What follows belongs to an exercise in optimizing a design on an open flow for small area and a short achievable clock period; a production flow would make more cautious choices. RTL that was checked went through simulation tests only; none was proved equivalent to the original. The RTL of runs 3 and 4 was laid out without a check of its function. Power figures rest on the tool's default switching activity, not on a simulated workload.

<file path="design/flow/flow/run.sh">
#!/bin/bash
# Standard ORFS layout, with plain buf_1 cells as the port buffers
# (the default port buffer is a 10 um2 delay buffer).
set -euo pipefail
bash standard.sh synth > synth.log 2>&1
bash standard.sh finish BUFFER_PORTS_ARGS="-buffer_cell sky130_fd_sc_hd__buf_1" > layout.log 2>&1
</file>
<file path="design/flow/standard.sh">
#!/bin/bash
# synth_recipe.tcl (not shown) runs the flow's synth.tcl, then flattens the netlist and writes it again
# the make line also repeats each setting of config.mk as NAME=value (left out here)
make -C /OpenROAD-flow-scripts/flow DESIGN_CONFIG=/design/flow/config.mk WORK_HOME=/design/flow/orfs CLKGATE_MAP_FILE= SYNTH_SCRIPT=/design/flow/synth_recipe.tcl "${@:-finish}"
</file>
<file path="design/flow/config.mk">
export PLATFORM = sky130hd
export DESIGN_NAME = hft_fpga_low_latency
export DESIGN_NICKNAME = hft_fpga_low_latency
export VERILOG_FILES = /design/flow/design.v
export SDC_FILE = /design/flow/constraint.sdc
export NUM_CORES = 4
export LEC_CHECK = 0
export ABC_AREA = 1
export CAP_MARGIN = 20
export CORE_MARGIN = 2
export CORE_UTILIZATION = 40
export CTS_BUF_LIST = sky130_fd_sc_hd__clkbuf_4 sky130_fd_sc_hd__clkbuf_8
export SETUP_SLACK_MARGIN = 2.15
export SLEW_MARGIN = 20
</file>
<file path="design/flow/constraint.sdc">
create_clock -name core_clock -period 4.0 [get_ports {core_clk}]
set_input_delay 0.8000 -clock core_clock [delete_from_list [all_inputs] [get_ports {core_clk}]]
set_output_delay 0.8000 -clock core_clock [all_outputs]
set_load 0.01 [all_outputs]
</file>
<file path="design/flow/design.v">
`timescale 1ns / 1ps
module ucmp_lt #(
    parameter W = 32,
    parameter L = 5          
    ) (
    input wire [W-1:0] a,
    input wire [W-1:0] b,
    output wire lt
    );
    wire [W-1:0] l [0:L];    
    wire [W-1:0] g [0:L];    
    assign l[0] = ~a & b;
    assign g[0] = a & ~b;
    genvar k, i;
    generate
        for (k = 1; k <= L; k = k + 1) begin : lvl
            for (i = 0; i < (W >> k); i = i + 1) begin : node
                assign l[k][i] = l[k-1][2*i+1] | (~g[k-1][2*i+1] & l[k-1][2*i]);
                assign g[k][i] = g[k-1][2*i+1] | (~l[k-1][2*i+1] & g[k-1][2*i]);
            end
            assign l[k][W-1:(W >> k)] = {(W - (W >> k)){1'b0}};
            assign g[k][W-1:(W >> k)] = {(W - (W >> k)){1'b0}};
        end
    endgenerate
    assign lt = l[L][0];
endmodule
`timescale 1ns / 1ps
module hft_fpga_low_latency(
    input wire core_clk,
    input wire reset,
    input wire cfg_we,
    input wire [1:0] cfg_addr,
    input wire [31:0] cfg_wdata,
    input wire [63:0] raw_market_data,
    input wire raw_valid,
    output wire [127:0] mg_tx_data,
    output wire mg_tx_valid
    );
    reg [31:0] trading_threshold;
    reg [31:0] risk_min;
    reg [31:0] risk_max;
    always @(posedge core_clk) begin
        if (reset) begin
            trading_threshold <= 32'd1000;
            risk_min <= 32'd1000;
            risk_max <= 32'd5000;
        end else if (cfg_we) begin
            case (cfg_addr)
                2'd0: trading_threshold <= cfg_wdata;
                2'd1: risk_min <= cfg_wdata;
                2'd2: risk_max <= cfg_wdata;
                default: ;
            endcase
        end
    end
    wire [31:0] price = raw_market_data[31:0];
    wire below_threshold;    
    wire below_min;          
    wire above_max;          
    ucmp_lt #(.W(32)) u_cmp_thr (.a(price), .b(trading_threshold), .lt(below_threshold));
    ucmp_lt #(.W(32)) u_cmp_min (.a(price), .b(risk_min), .lt(below_min));
    ucmp_lt #(.W(32)) u_cmp_max (.a(risk_max), .b(price), .lt(above_max));
    wire approve = raw_valid && (raw_market_data[63:56] == 8'h01) &&
                   below_threshold && !below_min && !above_max;
    reg [55:0] order_data;
    always @(posedge core_clk) begin
        order_data <= raw_market_data[55:0];
    end
    reg [31:0] order_seq;
    reg order_valid;
    wire [31:0] seq_ones_below;
    assign seq_ones_below[0] = 1'b1;
    genvar gi;
    generate
        for (gi = 1; gi < 32; gi = gi + 1) begin : g_ones
            assign seq_ones_below[gi] = &order_seq[gi-1:0];
        end
    endgenerate
    always @(posedge core_clk or posedge reset) begin
        if (reset) begin
            order_seq <= 32'd0;
            order_valid <= 1'b0;
        end else begin
            order_valid <= approve;
            order_seq <= order_seq ^ ({32{order_valid}} & seq_ones_below);
        end
    end
    assign mg_tx_data = {order_seq, 8'h01, order_data, 32'h0000_0000};
    assign mg_tx_valid = order_valid;
endmodule
</file>
==> insert_results.sql, run 1 <==
INSERT INTO impl_metrics (metric_group, metric, value, unit) VALUES
('outcome', 'status', 'timing/DRC/antenna clean', ''),
('yosys', 'post_synth_num_cell_types', '35', ''),
('sta', 'setup_total_negative_slack', '0', 'ns'),
('drt', 'route.detailed.wl_per_inst', '11.66', 'um'),
('floorplanning', 'design.die.area', '21620', 'sq um'),
('yosys', 'synthesis.area_per_instance', '7.274', 'sq um'),
('drt', 'final_ant_viol_nets', '0', ''),
('sta', 'timing_worst_slew_pin_value', '0.6605', 'ns'),
('clock_tree', 'clock_insertion_delay_worst_skew', '0.47', 'ns'),
('placed_design', 'globalplace.congestion', '0.7571', ''),
('critical_path', 'worstPathBufferInverterCount', '1', ''),
('sta', 'rsz0062_at_grt', 'true', ''),
('sta', 'finalHoldViolations', '0', ''),
('sta', 'maxSlewHeadroom', '0.5569', ''),
('global_routing', 'groute.usage.overall', '0.1772', ''),
('clock_tree', 'cts.sinks', '185', ''),
('global_routing', 'initial_antenna_violation_count', '0', ''),
('sta', 'fin_crit', '1.866', 'ns'),
('yosys', 'synthDominantAreaCellType', 'sky130_fd_sc_hd__dfxtp_1', ''),
('clock_tree', 'cts_inserted_buffers', '17', ''),
('floorplanning', 'io-pin-count', '231', ''),
('floorplanning', 'start_util', '0.4057', ''),
('critical_path', 'crit_chain', 'buf_2', ''),
('clock_tree', 'cts_tree', 'yes', ''),
('clock_tree', 'cts-root-buf', 'sky130_fd_sc_hd__clkbuf_8', ''),
('sta', 'fin_skew', '0.01516', 'ns'),
('global_routing', 'first_global_vias', '6605', ''),
('clock_tree', 'ctsLongestPathBuffers', '2', ''),
('floorplanning', 'die_h', '147.0', 'um'),
('finish', 'final_design_area_no_fill', '9905', 'sq um'),
('finish', 'layout-drive-gt1-share', '0.09482', ''),
('placed_design', 'hpwlAfterDp', '13.64', 'mm'),
('hold_path', 'timing.hold.worst.class', 'primary input to register', ''),
('drt', 'top_signal_layer_used', 'met4', ''),
('critical_path', 'path_delay_family', 'flip-flops', ''),
('yosys', 'top_cell_type_s_share_of_synthesized_area', '0.3719', ''),
('clock_tree', 'cts.reportedPaths.clkPinSlew', '0.11', 'ns'),
('global_routing', 'grt_start_max_net_pins', '72', ''),
('critical_path', 'critPathArrivalTime', '1.07', 'ns'),
('global_routing', 'grt_pass1_wl', '31.22', 'mm'),
('critical_path', 'criticalPathCategory', 'register to primary output', ''),
('finish', 'num_antenna_cells', '0', ''),
('drt', 'detail_route.iter0.violations', '354', ''),
('drt', 'detailroute.wirelength.met3', '918', 'um'),
('floorplanning', 'dieWidth', '147.0', 'um'),
('drt', 'drcViolationCount', '0', ''),
('finish', 'layout_net_count', '1461', ''),
('placed_design', 'portBuffers', '190', ''),
('floorplanning', 'core_region_area', '20170', 'sq um'),
('yosys', 'gate_count_after_technology_mapping', '1125', ''),
('drt', 'drt-met1-wl', '9.157', 'mm'),
('finish', 'area_growth', '21.04', '%'),
('yosys', 'synth_area_leaders', 'sky130_fd_sc_hd__dfxtp_1, sky130_fd_sc_hd__nand2_1, sky130_fd_sc_hd__dfrtp_1, sky130_fd_sc_hd__o21ai_0, sky130_fd_sc_hd__nor2_1', ''),
('sta', 'final-max-slew-violation-count', '0', ''),
('sta', 'fraction_of_the_cycle_the_final_worst_path_needs', '0.4665', ''),
('drt', 'route.final.wire_length', '19.13', 'mm'),
('clock_tree', 'cts_htree_levels', '4', ''),
('drt', 'detailedRoute.firstPassIterationCount', '5', ''),
('drt', 'post_drt_via_cell_ratio', '4.545', ''),
('yosys', 'synth_cell_area', '8183', 'sq um'),
('yosys', 'register_bit_count_reported_by_yosys', '185', ''),
('power_and_ir_drop', 'areal_power_density_over_the_cells', '373.8', 'nW/um^2'),
('yosys', 'sequential_area_share_after_synthesis', '0.4728', ''),
('critical_path', 'delay_of_the_slowest_critical_path_stage', '0.44', 'ns'),
('power_and_ir_drop', 'leakagePower', '0.004807', 'uW'),
('critical_path', 'critical_path.max_fanout', '3', ''),
('sta', 'timing_limited_maximum_frequency', '535.9', 'MHz'),
('floorplanning', 'site_rows', '52', ''),
('global_routing', 'grt-ovfl-total', '0', ''),
('sta', 'report.final.setup_viol', '0', ''),
('drt', 'via_count', '7459', ''),
('critical_path', 'worstSetupEndpointType', 'primary output', ''),
('critical_path', 'worst_setup_path_start_kind', 'register', ''),
('yosys', 'ys_warn_count', '2', ''),
('drt', 'dr_wl_met2', '8.837', 'mm'),
('critical_path', 'timing.critical_path.required', '3.20', 'ns'),
('clock_tree', 'post_cts_hold_buffers', '0', ''),
('placed_design', 'dpl-instance-area', '9050', 'sq um'),
('run', 'cap_viol_max_count', '0', ''),
('power_and_ir_drop', 'peakVddDrop', '202.7', 'uV'),
('critical_path', 'slowest_stage', 'sky130_fd_sc_hd__dfrtp_1', '');
==> layout by cell type (no fill, tap or decap), types with 4 or more instances in the layout <==
cell type | netlist | layout
sky130_fd_sc_hd__conb_1 | 2 | 40
sky130_fd_sc_hd__clkbuf_8 | 0 | 18
sky130_fd_sc_hd__nor3_1 | 5 | 4
sky130_fd_sc_hd__o21a_1 | 5 | 5
sky130_fd_sc_hd__buf_1 | 0 | 168
sky130_fd_sc_hd__clkinvlp_4 | 0 | 5
sky130_fd_sc_hd__o21ai_0 | 107 | 107
sky130_fd_sc_hd__xnor2_1 | 6 | 6
sky130_fd_sc_hd__inv_1 | 124 | 122
sky130_fd_sc_hd__buf_6 | 0 | 8
sky130_fd_sc_hd__dfrtp_1 | 33 | 32
sky130_fd_sc_hd__clkbuf_2 | 0 | 16
sky130_fd_sc_hd__nand3_1 | 51 | 51
sky130_fd_sc_hd__dfxtp_1 | 152 | 152
sky130_fd_sc_hd__buf_4 | 40 | 46
sky130_fd_sc_hd__a21boi_0 | 7 | 6
sky130_fd_sc_hd__nor2_1 | 134 | 134
sky130_fd_sc_hd__o211ai_1 | 10 | 10
sky130_fd_sc_hd__xor2_1 | 18 | 18
sky130_fd_sc_hd__nand2_1 | 290 | 289
sky130_fd_sc_hd__nor2_2 | 4 | 4
sky130_fd_sc_hd__inv_6 | 0 | 4
sky130_fd_sc_hd__buf_2 | 0 | 4
sky130_fd_sc_hd__a21oi_1 | 85 | 84
==> cells in the mapped netlist <==
cell type and instances:
sky130_fd_sc_hd__a21boi_0 7, sky130_fd_sc_hd__a21oi_1 85, sky130_fd_sc_hd__a31oi_1 3, sky130_fd_sc_hd__and3_1 1
sky130_fd_sc_hd__buf_4 40, sky130_fd_sc_hd__clkbuf_1 28, sky130_fd_sc_hd__clkinv_1 2, sky130_fd_sc_hd__conb_1 2
sky130_fd_sc_hd__dfrtp_1 33, sky130_fd_sc_hd__dfxtp_1 152, sky130_fd_sc_hd__ha_1 1, sky130_fd_sc_hd__inv_1 124
sky130_fd_sc_hd__inv_2 1, sky130_fd_sc_hd__nand2_1 290, sky130_fd_sc_hd__nand2_2 1, sky130_fd_sc_hd__nand2_4 2
sky130_fd_sc_hd__nand3_1 51, sky130_fd_sc_hd__nand4_1 2, sky130_fd_sc_hd__nand4_2 1, sky130_fd_sc_hd__nor2_1 134
sky130_fd_sc_hd__nor2_2 4, sky130_fd_sc_hd__nor2_4 1, sky130_fd_sc_hd__nor2_8 1, sky130_fd_sc_hd__nor3_1 5
sky130_fd_sc_hd__nor3_2 2, sky130_fd_sc_hd__nor3_4 1, sky130_fd_sc_hd__nor4_1 1, sky130_fd_sc_hd__o211ai_1 10
sky130_fd_sc_hd__o21a_1 5, sky130_fd_sc_hd__o21ai_0 107, sky130_fd_sc_hd__o21bai_1 1, sky130_fd_sc_hd__o22ai_1 2
sky130_fd_sc_hd__or2_2 1, sky130_fd_sc_hd__xnor2_1 6, sky130_fd_sc_hd__xor2_1 18
==> per-stage QoR <==
stage                 util  worst slack [ns]  power (uW)  hold slack (ns)  instances
floorplan                -             2.175        2302           0.4303       1163
global placement    0.4487             1.564        2416           0.4406       1563
detailed placement  0.4487             1.501        2423           0.4446       1563
CTS                 0.4801             2.103        3756           0.3778       1623
global route        0.4911             2.087        3896           0.3876       1641
finish              0.4911             2.134        3702           0.4083       1641
==> power by group <==
| group | total [uW] | internal, uW | switching [uW] |
|---|---|---|---|
| logic | 424 | 140 | 284 |
| clock network | 1320 | 600 | 720 |
| registers | 1960 | 1930 | 32.2 |
==> logic make-up (layout without fill, tap and decap cells) <==
group	Yosys count	count (layout)	synth area share
AO/OA/AOI/OAI	220	220	0.1424
other	2	40	0.0009178
adder cells (fa/ha/maj)	1	1	0.001529
XOR/XNOR	24	24	0.02569
flip-flops	185	185	0.4728
AND/OR/NAND/NOR	498	498	0.2489
buffers and inverters	195	403	0.1078
==> state kept, by name, indices dropped and copies added (netlist names) <==
signal / cells
order_data: 56
risk_min: 32
trading_threshold: 32
order_seq: 32
risk_max: 32
order_valid: 1
==> area by class of cell <==
type                            count  area [sq um]
Clock inverter                     13         157.7
Timing Repair inverter              1         7.507
Timing Repair Buffer              243          1186
Fill cell                        2074         10260
Multi-Input combinational cell    783          3608
Tap cell                          270         337.8
Inverter                          127         481.7
Sequential cell                   185          3870
Clock buffer                       19         255.2
==> repair_timing <==
action	CTS	global route
buffers inserted	27	18
setup endpoints to repair	52	48
hold endpoints to repair	0	0
gates resized for setup	7	34
pin swaps	0	8
cloned	1	0
==> per-layer routing <==
metal | vias to the layer above | GRT usage
li1 | 3945 | -
met2 | 187 | 0.2908
met5 | - | 0
met1 | 3310 | 0.2406
met3 | 17 | 0.03261
met4 | 0 | 0.05048
==> worst paths after layout <==
check	start	cells after the start	slack, ns	end
worst max-delay path	order_valid	1	2.13	mg_tx_valid
worst min-delay path	raw_market_data[44]	1	0.41	order_data[44]
worst max register to register	order_seq[1]	10	2.26	order_seq[31]
worst min register to register	risk_min[0]	2	0.46	risk_min[0]
max in group asynchronous	reset	3	3.05	order_seq[28]
min in group asynchronous	reset	3	0.61	order_seq[11]
Testbench counts, summed over its fixed seeds: latency cycles 3,243, orders 3,243.
==> inputs of run 2 (changes only) <==
==> design/flow/flow/run.sh (replaced) <==
#!/bin/bash
# Standard ORFS layout, with plain buf_1 cells as the port buffers
# (the default port buffer is a 10 um2 delay buffer) and one tie cell per
# constant value instead of one per constant output.
set -euo pipefail
bash standard.sh synth > synth.log 2>&1
bash standard.sh finish BUFFER_PORTS_ARGS="-buffer_cell sky130_fd_sc_hd__buf_1" SKIP_REPAIR_TIE_FANOUT=1 > layout.log 2>&1
==> insert_results.sql, run 2 <==
INSERT INTO impl_metrics (metric_group, metric, value, unit) VALUES
('outcome', 'status', 'timing/DRC/antenna clean', ''),
('critical_path', 'worstSetupEndpointType', 'primary output', ''),
('finish', 'mostFrequentLayoutCell', 'sky130_fd_sc_hd__nand2_1', ''),
('clock_tree', 'cts_htree_levels', '4', ''),
('yosys', 'postSynth.topFlopCell', 'sky130_fd_sc_hd__dfxtp_1', ''),
('clock_tree', 'cts.reportedPaths.clkPinSlew', '0.10', 'ns'),
('global_routing', 'grt_pass1_wl', '31.80', 'mm'),
('sta', 'fin_crit', '1.855', 'ns'),
('global_routing', 'first_global_vias', '6825', ''),
('clock_tree', 'clock_insertion_delay_worst_skew', '0.46', 'ns'),
('run', 'cap_viol_max_count', '0', ''),
('critical_path', 'worstPathBufferInverterCount', '1', ''),
('sta', 'maxSlewHeadroom', '0.5281', ''),
('sta', 'report.final.setup_viol', '0', ''),
('yosys', 'synthesis.area_per_instance', '7.274', 'sq um'),
('drt', 'detailedRoute.firstPassIterationCount', '5', ''),
('floorplanning', 'site_rows', '52', ''),
('clock_tree', 'cts_tree', 'yes', ''),
('sta', 'timing_limited_maximum_frequency', '539.1', 'MHz'),
('drt', 'drcViolationCount', '0', ''),
('critical_path', 'criticalPathCategory', 'register to primary output', ''),
('sta', 'timing_worst_slew_pin_value', '0.7035', 'ns'),
('floorplanning', 'core_region_area', '20170', 'sq um'),
('critical_path', 'path_delay_family', 'flip-flops', ''),
('yosys', 'most_repeated_cell_in_the_gate_level_netlist_after_synthesis', 'sky130_fd_sc_hd__nand2_1', ''),
('sta', 'fraction_of_the_cycle_the_final_worst_path_needs', '0.4637', ''),
('yosys', 'number_of_enable_type_register_cells_in_the_synthesized_netlist', '0', ''),
('drt', 'route.final.wire_length', '19.51', 'mm'),
('finish', 'area_growth', '18.55', '%'),
('power_and_ir_drop', 'leakagePower', '0.004642', 'uW'),
('clock_tree', 'cts-root-buf', 'sky130_fd_sc_hd__clkbuf_8', ''),
('yosys', 'register_bit_count_reported_by_yosys', '185', ''),
('yosys', 'post_synth_num_cell_types', '35', ''),
('yosys', 'synthDominantAreaCellType', 'sky130_fd_sc_hd__dfxtp_1', ''),
('sta', 'fin_skew', '0.01582', 'ns'),
('drt', 'route.detailed.wl_per_inst', '12.17', 'um'),
('placed_design', 'portBuffers', '190', ''),
('placed_design', 'globalplace.congestion', '0.7860', ''),
('floorplanning', 'start_util', '0.4057', ''),
('floorplanning', 'die_h', '147.0', 'um'),
('finish', 'largest_reg_flops', '56', ''),
('clock_tree', 'cts.sinks', '185', ''),
('critical_path', 'delay_of_the_slowest_critical_path_stage', '0.43', 'ns'),
('critical_path', 'timing.critical_path.required', '3.20', 'ns'),
('yosys', 'postSynth.asyncResetShare', '0.1784', ''),
('critical_path', 'slowest_stage', 'sky130_fd_sc_hd__dfrtp_1', ''),
('sta', 'rsz0062_at_grt', 'true', ''),
('yosys', 'synth_commonest_cells', 'sky130_fd_sc_hd__nand2_1, sky130_fd_sc_hd__dfxtp_1, sky130_fd_sc_hd__nor2_1', ''),
('finish', 'fillCellCount', '2079', ''),
('placed_design', 'placed_cell_count', '1526', ''),
('drt', 'detail_route.iter0.violations', '328', ''),
('yosys', 'synth_cell_area', '8183', 'sq um'),
('yosys', 'ys_warn_count', '2', ''),
('global_routing', 'grt-ovfl-total', '0', ''),
('critical_path', 'critical_path.max_fanout', '2', ''),
('clock_tree', 'ctsLongestPathBuffers', '2', ''),
('placed_design', 'hpwlAfterDp', '13.95', 'mm'),
('sta', 'final-max-slew-violation-count', '0', ''),
('finish', 'num_antenna_cells', '0', ''),
('drt', 'post_drt_via_cell_ratio', '4.621', ''),
('global_routing', 'initial_antenna_violation_count', '0', ''),
('finish', 'max_flop_register', 'order_data', ''),
('drt', 'via_count', '7408', ''),
('critical_path', 'crit_chain', 'buf_2', ''),
('yosys', 'top_cell_type_s_share_of_synthesized_area', '0.3719', ''),
('finish', 'layout-drive-gt1-share', '0.09077', ''),
('drt', 'final_ant_viol_nets', '0', ''),
('sta', 'finalHoldViolations', '0', ''),
('yosys', 'sequential_area_share_after_synthesis', '0.4728', ''),
('power_and_ir_drop', 'peakVddDrop', '208.2', 'uV'),
('global_routing', 'grt_start_max_net_pins', '55', ''),
('floorplanning', 'io-pin-count', '231', ''),
('power_and_ir_drop', 'areal_power_density_over_the_cells', '371.6', 'nW/um^2'),
('sta', 'setup_total_negative_slack', '0', 'ns'),
('yosys', 'gate_count_after_technology_mapping', '1125', ''),
('finish', 'layout_net_count', '1423', ''),
('floorplanning', 'dieWidth', '147.0', 'um'),
('yosys', 'synth_area_leaders', 'sky130_fd_sc_hd__dfxtp_1, sky130_fd_sc_hd__nand2_1, sky130_fd_sc_hd__dfrtp_1, sky130_fd_sc_hd__o21ai_0, sky130_fd_sc_hd__nor2_1', ''),
('critical_path', 'critPathArrivalTime', '1.05', 'ns'),
('global_routing', 'groute.usage.overall', '0.1801', ''),
('finish', 'layout.cells.non_filler', '1603', ''),
('sta', 'fin_hold_ws', '0.4240', 'ns'),
('critical_path', 'worst_setup_path_start_kind', 'register', ''),
('hold_path', 'timing.hold.worst.class', 'primary input to register', ''),
('floorplanning', 'design.die.area', '21620', 'sq um'),
('finish', 'most-common-layout-cells', 'sky130_fd_sc_hd__nand2_1, sky130_fd_sc_hd__buf_1, sky130_fd_sc_hd__dfxtp_1', ''),
('clock_tree', 'cts_inserted_buffers', '17', '');
## run 2: cell counts after synthesis
No cell type changed its count.
## run 2: metrics by stage
step / util / worst slack [ns] / area [sq um] / power (uW)
5_1_grt: 0.4810 / 2.079 / 9701 / 3804
6_report: 0.4810 / 2.145 / 9701 / 3605
2_1_floorplan: - / 2.175 / 8193 / 2302
3_5_place_dp: 0.4414 / 1.747 / 8902 / 2424
4_1_cts: 0.4690 / 2.132 / 9459 / 3656
3_3_place_gp: 0.4414 / 1.756 / 8902 / 2416
## run 2: layout make-up
class,count,area (sq um),share of cell area
Sequential cell,185,3869,0.3988
Multi-Input combinational cell,745,3475,0.3582
Timing Repair Buffer,244,1154,0.1189
Inverter,127,479.2,0.04940
Tap cell,270,337.8,0.03483
Clock buffer,20,269.0,0.02773
Clock inverter,12,117.6,0.01212
## run 2: logic make-up after synthesis
family / after synthesis / share of synthesized area
xor+xnor: 24 / 0.02569
other cells: 2 / 0.0009178
fa+ha+maj: 1 / 0.001529
buf+inv: 195 / 0.1078
compound gates: 220 / 0.1424
simple gates: 498 / 0.2489
flops: 185 / 0.4728
## run 2: what timing repair did
item | 4_1_cts | 5_1_grt
hold buffers | 0 | 0
resized for setup | 4 | 26
endpoints found under the setup margin | 23 | 58
setup buffers | 22 | 23
hold endpoints to repair | 0 | 0
pin swaps | 0 | 8
## run 2: final timing paths
check                                    startpoint              to  slack (ns)  depth (start not counted)
worst max-delay path                    order_valid     mg_tx_valid        2.15                          1
worst min-delay path            raw_market_data[42]  order_data[42]        0.42                          1
worst max register to register         order_seq[0]   order_seq[31]        2.21                         10
worst min register to register          risk_min[0]     risk_min[0]        0.47                          2
max in group asynchronous                     reset   order_seq[21]        2.53                          4
min in group asynchronous                     reset     order_valid        0.82                          3
## run 2: metal layers
layer  part of all wire  routed length (um)  global-route usage  vias to the layer above
met4             0.0076                 149             0.04327                        0
met5                  0                   0                   0                        -
met3              0.043                 839             0.03540                       10
met1               0.49                9610              0.2448                     3316
met2               0.46                8907              0.2977                      169
li1                   -                   -                   -                     3913
## run 2: power by group
group / leakage, uW / internal, uW / switching, uW
registers: 0.00172 / 1930 / 31.9
logic: 0.00273 / 137 / 285
clock network: 0.000191 / 540 / 684
==> inputs of run 3 (changes only) <==
--- a/design/flow/design.v
+++ b/design/flow/design.v
@@ -69,4 +69,5 @@
     reg [31:0] order_seq;
     reg order_valid;
+    reg order_count;
     wire [31:0] seq_ones_below;
     assign seq_ones_below[0] = 1'b1;
@@ -77,4 +78,7 @@
         end
     endgenerate
+    always @(posedge core_clk) begin
+        order_count <= approve && !reset;
+    end
     always @(posedge core_clk or posedge reset) begin
         if (reset) begin
@@ -83,5 +87,5 @@
         end else begin
             order_valid <= approve;
-            order_seq <= order_seq ^ ({32{order_valid}} & seq_ones_below);
+            order_seq <= order_seq ^ ({32{order_count}} & seq_ones_below);
         end
     end
==> insert_results.sql, run 3 <==
INSERT INTO impl_metrics (metric_group, metric, value, unit) VALUES
('critical_path', 'criticalPathCategory', 'register to primary output', ''),
('clock_tree', 'cts_tree', 'yes', ''),
('sta', 'final-max-slew-violation-count', '0', ''),
('floorplanning', 'core_region_area', '20360', 'sq um'),
('sta', 'timing_limited_maximum_frequency', '549.8', 'MHz'),
('sta', 'fraction_of_the_cycle_the_final_worst_path_needs', '0.4547', ''),
('drt', 'detail_route.iter0.violations', '466', ''),
('clock_tree', 'cts.sinks', '186', ''),
('drt', 'route.detailed.wl_per_inst', '12.50', 'um'),
('power_and_ir_drop', 'gate_power_share', '0.118', ''),
('finish', 'area_growth', '17.42', '%'),
('critical_path', 'delay_of_the_slowest_critical_path_stage', '0.43', 'ns'),
('global_routing', 'grt-ovfl-total', '0', ''),
('clock_tree', 'cts.reportedPaths.clkPinSlew', '0.11', 'ns'),
('drt', 'via_count', '7482', ''),
('clock_tree', 'cts-root-buf', 'sky130_fd_sc_hd__clkbuf_8', ''),
('power_and_ir_drop', 'leakagePower', '0.004688', 'uW'),
('yosys', 'synth-xor-area-share', '0.03032', ''),
('yosys', 'top_cell_type_s_share_of_synthesized_area', '0.3656', ''),
('critical_path', 'timing.critical_path.required', '3.20', 'ns'),
('power_and_ir_drop', 'netSwitchingPower', '1052', 'uW'),
('finish', 'most-common-layout-cells', 'sky130_fd_sc_hd__nand2_1, sky130_fd_sc_hd__buf_1, sky130_fd_sc_hd__inv_1, sky130_fd_sc_hd__dfxtp_1, sky130_fd_sc_hd__nor2_1', ''),
('yosys', 'register_bit_count_reported_by_yosys', '186', ''),
('sta', 'rsz0062_at_grt', 'true', ''),
('power_and_ir_drop', 'areal_power_density_over_the_cells', '377.1', 'nW/um^2'),
('floorplanning', 'io-pin-count', '231', ''),
('yosys', 'postSynth.asyncResetShare', '0.1774', ''),
('floorplanning', 'start_util', '0.4113', ''),
('clock_tree', 'clock_insertion_delay_worst_skew', '0.46', 'ns'),
('yosys', 'synth.area.mux_share', '0', ''),
('global_routing', 'groute.usage.overall', '0.1871', ''),
('outcome', 'status', 'timing/DRC/antenna clean', ''),
('finish', 'mostFrequentLayoutCell', 'sky130_fd_sc_hd__nand2_1', ''),
('critical_path', 'path_delay_family', 'flip-flops', ''),
('yosys', 'synth_area_leaders', 'sky130_fd_sc_hd__dfxtp_1, sky130_fd_sc_hd__nand2_1, sky130_fd_sc_hd__dfrtp_1, sky130_fd_sc_hd__inv_1, sky130_fd_sc_hd__o21ai_0', ''),
('clock_tree', 'cts_inserted_buffers', '17', ''),
('yosys', 'synthAdderAreaFrac', '0.001494', ''),
('yosys', 'yosys.area_share.simple', '0.2469', ''),
('clock_tree', 'ctsLongestPathBuffers', '2', ''),
('critical_path', 'crit_chain', 'buf_6', ''),
('sta', 'maxSlewHeadroom', '0.5058', ''),
('global_routing', 'first_global_vias', '6917', ''),
('power_and_ir_drop', 'clkPwrFrac', '0.352', ''),
('power_and_ir_drop', 'power_frac_seq', '0.530', ''),
('sta', 'finalHoldViolations', '0', ''),
('critical_path', 'worstSetupEndpointType', 'primary output', ''),
('yosys', 'most_repeated_cell_in_the_gate_level_netlist_after_synthesis', 'sky130_fd_sc_hd__nand2_1', ''),
('sta', 'timing_worst_slew_pin_value', '0.7368', 'ns'),
('finish', 'num_antenna_cells', '0', ''),
('sta', 'fin_crit', '1.819', 'ns'),
('yosys', 'synthesis.area_per_instance', '7.209', 'sq um'),
('drt', 'final_ant_viol_nets', '0', ''),
('finish', 'area.sequential', '3892', 'sq um'),
('floorplanning', 'site_rows', '52', ''),
('yosys', 'synth_cell_area', '8377', 'sq um'),
('yosys', 'synthDominantAreaCellType', 'sky130_fd_sc_hd__dfxtp_1', ''),
('critical_path', 'slowest_stage', 'sky130_fd_sc_hd__dfrtp_2', ''),
('placed_design', 'hpwlAfterDp', '14.72', 'mm'),
('yosys', 'postSynth.topFlopCell', 'sky130_fd_sc_hd__dfxtp_1', ''),
('sta', 'fin_hold_ws', '0.4179', 'ns'),
('drt', 'drcViolationCount', '0', ''),
('drt', 'post_drt_via_cell_ratio', '4.616', ''),
('floorplanning', 'die_h', '148.7', 'um'),
('yosys', 'synth_top_family_by_area', 'simple AND/OR/NAND/NOR gates', ''),
('global_routing', 'initial_antenna_violation_count', '0', ''),
('floorplanning', 'design.die.area', '22120', 'sq um'),
('hold_path', 'timing.hold.worst.class', 'primary input to register', ''),
('yosys', 'gate_count_after_technology_mapping', '1162', ''),
('clock_tree', 'cts_htree_levels', '4', ''),
('critical_path', 'worstPathBufferInverterCount', '1', ''),
('power_and_ir_drop', 'peakVddDrop', '201.7', 'uV'),
('drt', 'detailedRoute.firstPassIterationCount', '5', ''),
('global_routing', 'grt_pass1_wl', '33.26', 'mm'),
('placed_design', 'portBuffers', '190', ''),
('power_and_ir_drop', 'internal_power', '2657', 'uW'),
('finish', 'largest_reg_flops', '56', ''),
('yosys', 'synth-compound-area-share', '0.1362', ''),
('critical_path', 'critPathArrivalTime', '1.02', 'ns'),
('finish', 'multi_input_area', '3525', 'sq um'),
('critical_path', 'worst_setup_path_start_kind', 'register', ''),
('global_routing', 'grt_start_max_net_pins', '58', ''),
('sta', 'report.final.setup_viol', '0', ''),
('yosys', 'synth_commonest_cells', 'sky130_fd_sc_hd__nand2_1, sky130_fd_sc_hd__inv_1, sky130_fd_sc_hd__dfxtp_1', ''),
('floorplanning', 'dieWidth', '148.7', 'um'),
('sta', 'setup_total_negative_slack', '0', 'ns'),
('placed_design', 'globalplace.congestion', '0.8204', ''),
('drt', 'route.final.wire_length', '20.27', 'mm'),
('power_and_ir_drop', 'switching_share', '0.2837', ''),
('sta', 'fin_skew', '0.01125', 'ns'),
('clock_tree', 'post_cts_hold_buffers', '0', ''),
('run', 'cap_viol_max_count', '0', ''),
('finish', 'layout-drive-gt1-share', '0.09548', ''),
('critical_path', 'critical_path.max_fanout', '2', ''),
('yosys', 'post_synth_num_cell_types', '34', ''),
('yosys', 'number_of_enable_type_register_cells_in_the_synthesized_netlist', '0', ''),
('finish', 'layout_net_count', '1441', ''),
('yosys', 'sequential_area_share_after_synthesis', '0.4642', ''),
('yosys', 'ys_warn_count', '2', ''),
('finish', 'fillCellCount', '2131', ''),
('finish', 'max_flop_register', 'order_data', '');
## run 3: cell types whose count changed after synthesis, sizes merged, moves of 3 or more
cell   change
o21a       -3
a21oi      +5
nand4      +5
xnor2      +6
buf        +3
a31oi      -3
nand2     +23
inv       +30
nor2      -30
## run 3: through the flow
| step | power, uW | setup WS [ns] | cell area (sq um) | util | std cells |
|---|---|---|---|---|---|
| after floorplan | 2316 | 2.177 | 8387 | - | 1162 |
| after global placement | 2438 | 1.663 | 9097 | 0.4467 | 1559 |
| after detailed placement | 2444 | 1.659 | 9097 | 0.4467 | 1559 |
| after CTS | 3753 | 2.148 | 9696 | 0.4761 | 1614 |
| after global routing | 3912 | 2.120 | 9836 | 0.4830 | 1621 |
| final | 3709 | 2.181 | 9836 | 0.4830 | 1621 |
## run 3: worst paths after layout
kind,cells past startpoint,startpoint,slack (ns),endpoint
setup / recovery,1,order_seq[4],2.18,mg_tx_data[100]
hold / removal,1,raw_market_data[51],0.42,order_data[51]
setup reg to reg,11,order_seq[2],2.25,order_seq[15]
hold reg to reg,2,risk_min[0],0.46,risk_min[0]
max in group asynchronous,4,reset,2.62,order_seq[6]
min in group asynchronous,3,reset,0.82,order_valid
## run 3: kinds of logic (layout without fill, tap and decap cells)
group	after synthesis	in the layout
AOI/OAI and AO/OA	217	217
DFF	186	186
xor gates and xnor gates	29	29
and+or+nand+nor	500	500
buffers and inverters	227	416
adders and majority gates	1	1
other	2	2
## run 3: power groups by stage
stage	sequential, uW	clock, uW	combinational, uW
after floorplan	2020	0	296
after global placement	2010	0	431
after detailed placement	2010	0	436
after CTS	1970	1350	438
after global routing	1980	1430	509
final	1970	1300	438
## run 3: final cells by class
cell class | instances | share of cell area
tap | 270 | 0.03435
timing repair buffer | 228 | 0.1102
inverter | 156 | 0.06017
multi-input combinational | 749 | 0.3584
sequential | 186 | 0.3958
clock buffer | 18 | 0.02455
clock inverter | 14 | 0.01666
## run 3: layer usage
| layer | vias up | GRT usage | share of wire |
|---|---|---|---|
| li1 | 3959 | - | - |
| met1 | 3338 | 0.2545 | 0.48 |
| met2 | 175 | 0.3072 | 0.45 |
| met3 | 10 | 0.04049 | 0.053 |
| met4 | 0 | 0.04000 | 0.0079 |
| met5 | - | 0 | 0 |
## run 3: what timing repair did
item / 4_1_cts / 5_1_grt
gates resized for setup: 12 / 43
pin swaps: 0 / 2
setup endpoints to repair: 29 / 65
buffers inserted: 23 / 7
==> inputs of run 4 (changes only) <==
--- a/design/flow/config.mk
+++ b/design/flow/config.mk
@@ -9,5 +9,5 @@
 export CAP_MARGIN = 20
 export CORE_MARGIN = 2
-export CORE_UTILIZATION = 40
+export CORE_UTILIZATION = 65
 export CTS_BUF_LIST = sky130_fd_sc_hd__clkbuf_4 sky130_fd_sc_hd__clkbuf_8
 export SETUP_SLACK_MARGIN = 2.15
==> insert_results.sql, run 4 <==
INSERT INTO impl_metrics (metric_group, metric, value, unit) VALUES
('outcome', 'status', 'timing/DRC/antenna clean', ''),
('global_routing', 'grt_start_max_net_pins', '55', ''),
('critical_path', 'timing.critical_path.required', '3.20', 'ns'),
('drt', 'final_ant_viol_nets', '0', ''),
('power_and_ir_drop', 'peakVddDrop', '374.3', 'uV'),
('finish', 'max_flop_register', 'order_data', ''),
('drt', 'route.final.wire_length', '18.87', 'mm'),
('clock_tree', 'cts_htree_levels', '4', ''),
('sta', 'fin_skew', '0.008535', 'ns'),
('critical_path', 'worstPathBufferInverterCount', '1', ''),
('finish', 'num_antenna_cells', '0', ''),
('critical_path', 'critical_path_depth', '1', ''),
('floorplanning', 'dieWidth', '117.5', 'um'),
('sta', 'rsz0062_at_grt', 'true', ''),
('sta', 'fraction_of_the_cycle_the_final_worst_path_needs', '0.4606', ''),
('yosys', 'synth_cell_area', '8377', 'sq um'),
('drt', 'post_drt_via_cell_ratio', '5.097', ''),
('clock_tree', 'cts_inserted_buffers', '17', ''),
('drt', 'detailedRoute.firstPassIterationCount', '5', ''),
('critical_path', 'crit_path_end', 'mg_tx_data[120]', ''),
('yosys', 'post_synth_num_cell_types', '34', ''),
('hold_path', 'timing.hold.worst.class', 'primary input to async pin', ''),
('critical_path', 'worst_setup_path_start_kind', 'register', ''),
('placed_design', 'hpwlAfterDp', '13.24', 'mm'),
('critical_path', 'critical_path.max_fanout', '4', ''),
('drt', 'detail_route.iter0.violations', '453', ''),
('critical_path', 'crit_start', 'order_seq[24]', ''),
('finish', 'area_growth', '14.52', '%'),
('global_routing', 'initial_antenna_violation_count', '0', ''),
('global_routing', 'groute.usage.overall', '0.2717', ''),
('critical_path', 'critPathArrivalTime', '1.04', 'ns'),
('yosys', 'top_cell_type_s_share_of_synthesized_area', '0.3656', ''),
('sta', 'report.final.setup_viol', '0', ''),
('finish', 'layout_net_count', '1437', ''),
('sta', 'finalHoldViolations', '0', ''),
('sta', 'final-max-slew-violation-count', '0', ''),
('placed_design', 'dpl-instance-area', '8947', 'sq um'),
('global_routing', 'grt_pass1_wl', '31.18', 'mm'),
('power_and_ir_drop', 'areal_power_density_over_the_cells', '380.2', 'nW/um^2'),
('finish', 'final_design_area_no_fill', '9593', 'sq um'),
('critical_path', 'rr_endpoint', 'order_seq[22]', ''),
('placed_design', 'portBuffers', '190', ''),
('critical_path', 'criticalPathCategory', 'register to primary output', ''),
('drt', 'route.detailed.wl_per_inst', '12.42', 'um'),
('sta', 'maxSlewHeadroom', '0.6017', ''),
('critical_path', 'timing.reg2reg.setup_slack', '2.29', 'ns'),
('yosys', 'gate_count_after_technology_mapping', '1162', ''),
('clock_tree', 'post_cts_hold_buffers', '0', ''),
('yosys', 'synthDominantAreaCellType', 'sky130_fd_sc_hd__dfxtp_1', ''),
('floorplanning', 'die_h', '117.5', 'um'),
('critical_path', 'slowest_stage', 'sky130_fd_sc_hd__dfrtp_1', ''),
('run', 'cap_viol_max_count', '0', ''),
('critical_path', 'crit_chain', 'buf_2', ''),
('finish', 'layout-drive-gt1-share', '0.08537', ''),
('clock_tree', 'cts.reportedPaths.clkPinSlew', '0.10', 'ns'),
('clock_tree', 'ctsLongestPathBuffers', '2', ''),
('finish', 'most-common-layout-cells', 'sky130_fd_sc_hd__nand2_1, sky130_fd_sc_hd__buf_1, sky130_fd_sc_hd__dfxtp_1', ''),
('yosys', 'number_of_enable_type_register_cells_in_the_synthesized_netlist', '0', ''),
('critical_path', 'r2r.worst_path.cells', '7', ''),
('power_and_ir_drop', 'leakagePower', '0.004613', 'uW'),
('clock_tree', 'cts_tree', 'yes', ''),
('yosys', 'synthesis.area_per_instance', '7.209', 'sq um'),
('yosys', 'sequential_area_share_after_synthesis', '0.4642', ''),
('yosys', 'register_bit_count_reported_by_yosys', '186', ''),
('finish', 'mostFrequentLayoutCell', 'sky130_fd_sc_hd__nand2_1', ''),
('clock_tree', 'clock_insertion_delay_worst_skew', '0.47', 'ns'),
('global_routing', 'first_global_vias', '6984', ''),
('drt', 'drcViolationCount', '0', ''),
('finish', 'largest_reg_flops', '56', ''),
('clock_tree', 'cts-root-buf', 'sky130_fd_sc_hd__clkbuf_8', ''),
('critical_path', 'delay_of_the_slowest_critical_path_stage', '0.42', 'ns'),
('yosys', 'synth_area_leaders', 'sky130_fd_sc_hd__dfxtp_1, sky130_fd_sc_hd__nand2_1, sky130_fd_sc_hd__dfrtp_1, sky130_fd_sc_hd__inv_1, sky130_fd_sc_hd__o21ai_0', ''),
('global_routing', 'grt-ovfl-total', '0', ''),
('yosys', 'most_repeated_cell_in_the_gate_level_netlist_after_synthesis', 'sky130_fd_sc_hd__nand2_1', ''),
('placed_design', 'globalplace.congestion', '0.8738', ''),
('sta', 'timing_limited_maximum_frequency', '542.8', 'MHz'),
('floorplanning', 'site_rows', '41', ''),
('yosys', 'ys_warn_count', '2', ''),
('floorplanning', 'core_region_area', '12620', 'sq um'),
('sta', 'setup_total_negative_slack', '0', 'ns'),
('critical_path', 'path_delay_family', 'flip-flops', ''),
('floorplanning', 'start_util', '0.6638', ''),
('sta', 'timing_worst_slew_pin_value', '0.5938', 'ns'),
('yosys', 'postSynth.asyncResetShare', '0.1774', ''),
('critical_path', 'r2r_start', 'order_seq[11]', ''),
('critical_path', 'worstSetupEndpointType', 'primary output', ''),
('yosys', 'postSynth.topFlopCell', 'sky130_fd_sc_hd__dfxtp_1', ''),
('yosys', 'synth_commonest_cells', 'sky130_fd_sc_hd__nand2_1, sky130_fd_sc_hd__inv_1, sky130_fd_sc_hd__dfxtp_1', ''),
('drt', 'via_count', '7743', ''),
('floorplanning', 'io-pin-count', '231', ''),
('floorplanning', 'design.die.area', '13810', 'sq um'),
('clock_tree', 'cts.sinks', '186', ''),
('sta', 'fin_crit', '1.842', 'ns');
## run 4: per-layer routing
layer,up-vias,part of all wire,global-route usage
met5,-,0,0
met4,0,0.0087,0.06551
met3,20,0.057,0.06541
met2,227,0.49,0.4693
met1,3550,0.45,0.3450
li1,3946,-,-
## run 4: what timing repair did
| item | in CTS | in global routing |
|---|---|---|
| resized for setup | 9 | 30 |
| setup buffers | 13 | 13 |
| setup endpoints to repair | 86 | 66 |
| cloned | 0 | 0 |
## run 4: kinds of logic (layout without fill, tap and decap cells)
family	count (synthesis)	count (layout)	synth area share
buf+inv	227	412	0.1199
compound gates	217	217	0.1362
xor+xnor	29	29	0.03032
simple gates	500	500	0.2469
flops	186	186	0.4642
other cells	2	2	0.0008965
fa+ha+maj	1	1	0.001493
## run 4: power by group
| group | switching [uW] | internal [uW] | leakage [uW] |
|---|---|---|---|
| Combinational | 295 | 141 | 0.00269 |
| Clock | 653 | 591 | 0.000197 |
| Sequential | 31.3 | 1940 | 0.00173 |
## run 4: through the flow
step,power [uW],util,hold slack (ns),setup WS (ns),cells
floorplan,2316,-,0.4303,2.177,1162
global route,3815,0.7602,0.3733,2.110,1519
finish,3648,0.7602,0.3671,2.158,1519
global placement,2423,0.7090,0.4471,1.552,1461
CTS,3662,0.7490,0.3642,2.127,1506
detailed placement,2433,0.7090,0.4557,1.538,1461
## run 4: worst min-delay path by stage
stage / endpoint / slack (ns) / cells after the start
finish: order_seq[5] / 0.37 / 2
global route: order_seq[5] / 0.37 / 2
CTS: order_seq[11] / 0.36 / 2
detailed placement: risk_min[30] / 0.46 / 2
global placement: risk_min[26] / 0.45 / 2
floorplan: risk_min[0] / 0.43 / 2
## run 4: area by class of cell
type,count,area (sq um)
Timing Repair Buffer,224,1002
Tap cell,172,215.2
Multi-Input combinational cell,749,3495
Clock inverter,11,120.1
Sequential cell,186,3892
Clock buffer,21,270.3
Fill cell,1022,3027
Inverter,156,598.1

## what the ideal ports hide
The results above use ideal ports. As a check the final layouts listed here were re-extracted and re-timed, cells and wires unchanged. Step 1 sets driving cells, clkbuf_16 on the clock port and buf_2 on the other inputs (assumed; they add their load-dependent delay and slew). Step 2 also shifts input and output timing later by t, the mid clock arrival at the registers, as if the neighbouring blocks saw the same clock. a / b / c = ideal ports / drivers / drivers and shift; a / b = the first two.
run	t, ns	setup WS [ns]	hold slack, ns	worst data-port slew with drivers (ns)
run 1	0.503	2.134 / 2.094 / 1.797	0.408 / 0.391 / 0.459	0.05
run 2	0.493	2.145 / 2.103 / 1.818	0.424 / 0.405 / 0.466	0.06
run 3	0.492	2.181 / 2.145 / 1.808	0.418 / 0.402 / 0.460	0.06
run 4	0.489	2.158 / 2.129 / 1.752	0.367 / 0.359 / 0.470	0.05
After both steps setup and hold are still met in every run listed. For run 4, which loses most, drivers alone change the setup slack by -0.029 ns; drivers and shift together by -0.406 ns.
